From an optimization exercise on the open Yosys and OpenROAD flow, aimed at small area and a short achievable clock period; shortcuts taken in it are not production practice.
Where RTL was checked, it was by simulation tests only, not by an equivalence proof against the original.
Power and IR drop assume default switching activity.

## job 101
==> flow/design.v (excerpt) <==
module fpa(
  input  wire        clk,
  input  wire        reset,
  input  wire [11:0] A,
  input  wire [11:0] B,
  input  wire [11:0] C,
  input  wire [11:0] D,
  input  wire        pushin,
  output reg         pushout,
  output reg  [11:0] Z
);
  function automatic ge5(input [4:0] a, input [4:0] b);
    reg [4:0] g, n; reg g43, n43, g21, n21, g4_1, n4_1;
    begin
      g = ~a & b; n = ~(a & ~b);
      g43 = g[4] | (n[4] & g[3]);  n43 = n[4] & n[3];
      g21 = g[2] | (n[2] & g[1]);  n21 = n[2] & n[1];
      g4_1 = g43 | (n43 & g21);    n4_1 = n43 & n21;
      ge5 = ~(g4_1 | (n4_1 & g[0]));
    end
  endfunction
  wire [4:0] eA = A[10:6], eB = B[10:6], eC = C[10:6], eD = D[10:6];
  wire gAB = ge5(eA, eB), gAC = ge5(eA, eC), gAD = ge5(eA, eD);
  wire gBC = ge5(eB, eC), gBD = ge5(eB, eD), gCD = ge5(eC, eD);
  wire selA = gAB & gAC & gAD;
  wire selB = ~gAB & gBC & gBD;
  wire selC = ~gAC & ~gBC & gCD;
  wire selD = ~gAD & ~gBD & ~gCD;
  wire [4:0] mx0 = ({5{selA}} & eA) | ({5{selB}} & eB) | ({5{selC}} & eC) | ({5{selD}} & eD);
  reg [5:0] f1A, f1B, f1C, f1D;
  reg [4:0] e1A, e1B, e1C, e1D, mx1;
  reg [3:0] s1;
  reg       v1;
  always @(posedge clk) begin
    f1A <= A[5:0]; f1B <= B[5:0]; f1C <= C[5:0]; f1D <= D[5:0];
    e1A <= eA; e1B <= eB; e1C <= eC; e1D <= eD;
    s1  <= {A[11], B[11], C[11], D[11]};
    mx1 <= mx0;
    v1  <= reset ? 1'b0 : pushin;
  end
  function automatic [10:0] align(input [5:0] f, input [4:0] e, input [4:0] mx);
    reg [4:0] sh; reg [10:0] v;
    begin
      sh = mx - e;
      v = (|e) ? {1'b1, f, 4'b0000} : 11'd0;
      v = sh[0] ? {1'b0, v[10:1]} : v;
      v = sh[1] ? {2'b0, v[10:2]} : v;
  ...
For scale: ~200 flip-flops, ~64 I/O pins, ~9600 µm² of cells after synthesis.
Settings: LEC_CHECK=0, ABC_AREA=1, CAP_MARGIN=20, CORE_MARGIN=2, CORE_UTILIZATION=40, CTS_BUF_LIST=sky130_fd_sc_hd__clkbuf_4 sky130_fd_sc_hd__clkbuf_8, SETUP_SLACK_MARGIN=2.5, SLEW_MARGIN=20; clock period 5.0 ns.
standard.sh (not shown) runs the stock make flow with config.mk's settings and CLKGATE_MAP_FILE= SYNTH_SCRIPT=/design/flow/synth_recipe.tcl, a recipe that flattens the netlist after the stock synthesis.
==> flow/flow/run.sh <==
#!/bin/bash
set -euo pipefail
export BUFFER_PORTS_ARGS="-buffer_cell sky130_fd_sc_hd__buf_1"
bash standard.sh > standard.log 2>&1
Job 101 reached the final stage; the timing, design-rule and antenna checks on its layout passed.
--- input diff job 101..job 102 ---
diff --git a/flow/config.mk b/flow/config.mk
--- a/flow/config.mk
+++ b/flow/config.mk
@@ -11,4 +11,3 @@
 export CORE_UTILIZATION = 40
-export CTS_BUF_LIST = sky130_fd_sc_hd__clkbuf_4 sky130_fd_sc_hd__clkbuf_8
-export SETUP_SLACK_MARGIN = 2.5
+export SETUP_SLACK_MARGIN = 2.9
 export SLEW_MARGIN = 20
==> results.txt <==
Global-route met2 utilization ends up lower on job 101. Number of iterations in the first detailed-routing pass (job 102 over job 101): decrease, 1. Going from job 101 to job 102, post-synthesis adder-cell area fraction held steady; post-route standard cell area excluding fillers climbed about 14%.
Changes in job 103 relative to job 102:
==> flow/flow/run.sh <==
#!/bin/bash
set -euo pipefail
export BUFFER_PORTS_ARGS="-buffer_cell sky130_fd_sc_hd__buf_1"
export CTS_ARGS="-sink_clustering_enable -repair_clock_nets -dont_use_dummy_load -sink_clustering_size 30 -sink_clustering_max_diameter 120 -buf_list sky130_fd_sc_hd__clkbuf_8"
bash standard.sh > standard.log 2>&1
diff --git a/flow/config.mk b/flow/config.mk
--- a/flow/config.mk
+++ b/flow/config.mk
@@ -11,3 +11,4 @@
 export CORE_UTILIZATION = 40
-export SETUP_SLACK_MARGIN = 2.9
+export CTS_BUF_LIST = sky130_fd_sc_hd__clkbuf_8
+export SETUP_SLACK_MARGIN = 2.7
 export SLEW_MARGIN = 20
### Flow results
- Job 103 vs job 102 — final critical-path share of the clock period rose 0.44 points.
- Compared with job 102, job 103 shows routed wire length that has gone down by a little under 10%.
- Job 103 has number of buffer and inverter instances along the worst setup path below what job 102 had.
- The via count reported for job 103 is lower than the one for job 102.
- Diff job 103 and job 102: count of clock-buffer cells in the layout higher in job 102
The following lists how job 104 was set up differently from job 103:
==> flow/flow/run.sh <==
#!/bin/bash
set -euo pipefail
export BUFFER_PORTS_ARGS="-buffer_cell sky130_fd_sc_hd__buf_1"
bash standard.sh > standard.log 2>&1
Findings:
Compared with job 103, total power in job 104 increased by a few percent. Row final worst hold slack: job 104 higher / job 103 lower. Job 104 vs. job 103: routed wire length moved up, met1 capacity usage during global routing level.

========
build 47:
Another version of the RTL of fpa (not shown whole).
For scale: ~200 flip-flops, roughly 64 I/O pins.
==> flow/config.mk <==
export PLATFORM = sky130hd
export DESIGN_NAME = fpa
export DESIGN_NICKNAME = fpa
export VERILOG_FILES = /design/flow/design.v
export SDC_FILE = /design/flow/constraint.sdc
export NUM_CORES = 4
export LEC_CHECK = 0
export CAP_MARGIN = 20
export CORE_MARGIN = 2
export CORE_UTILIZATION = 40
export SLEW_MARGIN = 20
==> flow/constraint.sdc <==
create_clock -name core_clock -period 5.0 [get_ports {clk}]
set_input_delay 1.0000 -clock core_clock [delete_from_list [all_inputs] [get_ports {clk}]]
set_output_delay 1.0000 -clock core_clock [all_outputs]
set_load 0.01 [all_outputs]
run.sh (not shown) runs the stock make flow with config.mk's settings and CLKGATE_MAP_FILE= SYNTH_SCRIPT=/design/flow/synth_recipe.tcl, a recipe that flattens the netlist after the stock synthesis.
Stock flow here: none of the scripts above is used.
Build 47 closes out successfully: all stages finished, all timing, DRC and antenna checks passed.
--- input diff build 47..build 88 ---
# build 47
export LEC_CHECK = 0
export CAP_MARGIN = 20
export CORE_MARGIN = 2
export CORE_UTILIZATION = 40
export SLEW_MARGIN = 20
create_clock -name core_clock -period 5.0 [get_ports {clk}]
# build 88
export LEC_CHECK = 0
export ABC_AREA = 1
export CAP_MARGIN = 20
export CORE_MARGIN = 2
export CORE_UTILIZATION = 40
export SETUP_SLACK_MARGIN = 2.2
export SLEW_MARGIN = 20
create_clock -name core_clock -period 5.0 [get_ports {clk}]
--- outcome ---
Run comparison: build 88 highest-delay cell along the critical path sky130_fd_sc_hd__clkdlybuf4s50_1; build 47 highest-delay cell along the critical path sky130_fd_sc_hd__o21bai_1
Summary of the comparison: sequential fraction of total cell area is lower in build 88, relative to build 47.
Summary of build 88 over build 47: number of iterations in the first detailed-routing pass went up by 1, count of clock-buffer cells in the layout fell 1.
diff inputs: build 88 => build 21
# build 88
export LEC_CHECK = 0
export ABC_AREA = 1
export CAP_MARGIN = 20
export CORE_MARGIN = 2
export CORE_UTILIZATION = 40
export SETUP_SLACK_MARGIN = 2.2
export SLEW_MARGIN = 20
create_clock -name core_clock -period 5.0 [get_ports {clk}]
# build 21
export LEC_CHECK = 0
export ABC_AREA = 1
export CAP_MARGIN = 20
export CORE_MARGIN = 2
export CORE_UTILIZATION = 40
export SLEW_MARGIN = 20
create_clock -name core_clock -period 5.0 [get_ports {clk}]
### Flow results
Maximum frequency in build 21 vs build 88: down about 4.6%. In the tables for build 21 and build 88, routed length on met3 reads higher with build 21. Build 21 vs. build 88: multi-input gate area in the final layout lost 0.97%, die area has remained practically unchanged. Of the two values seen for worst setup path endpoint, mx1[3] was produced by build 88 and x2[22] by build 21. For wire length after detailed routing, build 88 and build 21 come out practically identical. Between build 88 and build 21, depth of the most critical reg-to-reg path increased. Any difference in internal power summed over all cells between build 21 and build 88 is small enough to ignore.
[inputs] build 81 vs build 21
# build 21
export LEC_CHECK = 0
export ABC_AREA = 1
export CAP_MARGIN = 20
export CORE_MARGIN = 2
export CORE_UTILIZATION = 40
export SLEW_MARGIN = 20
create_clock -name core_clock -period 5.0 [get_ports {clk}]
# build 81
export LEC_CHECK = 0
export ABC_AREA = 1
export CAP_MARGIN = 20
export CORE_MARGIN = 2
export CORE_UTILIZATION = 40
export SETUP_SLACK_MARGIN = 2.5
export SLEW_MARGIN = 20
create_clock -name core_clock -period 5.0 [get_ports {clk}]
[summary]
Every run (build 81 and build 21) finished clean.
Comparing build 81 with build 21, the combined global-route utilization of all metal layers came out essentially unchanged.
Build 21 → build 81: proportion of power drawn by combinational gates moved up; worst endpoint required time moved up; layout overhead on the synthesized area moved up; global-route wire length before repair level; minimum period implied by the final worst setup slack moved down.
In build 81, non-filler instance count after layout is higher than in build 21.
Relative to build 21, the combinational cell power measured on build 81 has increased by a few percent.
No run of this note included a check of the RTL's function; only the layout flow was run.

-- static timing again, ports no longer ideal --
The results above use ideal ports. As a check the final layouts listed here were re-extracted and re-timed, cells and wires unchanged.
Step 1: set_driving_cell puts a clkbuf_16 on clk and a buf_2 on each other input, an assumption about the parent block.
Step 2 moves the port delays by t, midway between the first and last clock arrival at a register: inputs arrive t later, outputs are due t later. That takes back most of the time a late clock gives input paths.
Three values: ideal ports, drivers, drivers and shift; two values: the first two.
run	t (ns)	slack for setup (ns)	hold WS [ns]	clock arrival spread, ns
job 101	0.502	2.705 / 2.705 / 2.412	0.331 / 0.331 / 0.331	0.021 / 0.020
job 102	0.478	2.756 / 2.756 / 2.567	0.327 / 0.327 / 0.327	0.015 / 0.015
job 103	0.472	2.734 / 2.734 / 2.461	0.302 / 0.302 / 0.302	0.041 / 0.040
job 104	0.497	2.793 / 2.793 / 2.465	0.329 / 0.329 / 0.329	0.026 / 0.026
build 47	0.469	0.979 / 0.979 / 0.979	0.323 / 0.323 / 0.323	0.008 / 0.008
build 88	0.481	2.407 / 2.430 / 1.949	0.313 / 0.313 / 0.313	0.016 / 0.016
build 21	0.480	2.283 / 2.283 / 1.846	0.313 / 0.313 / 0.313	0.018 / 0.018
build 81	0.481	2.590 / 2.606 / 2.125	0.313 / 0.313 / 0.313	0.017 / 0.017
After both steps every run listed still meets setup and hold. The setup slack of build 81, which loses most, moves by +0.016 ns with the drivers and by -0.465 ns with both steps.
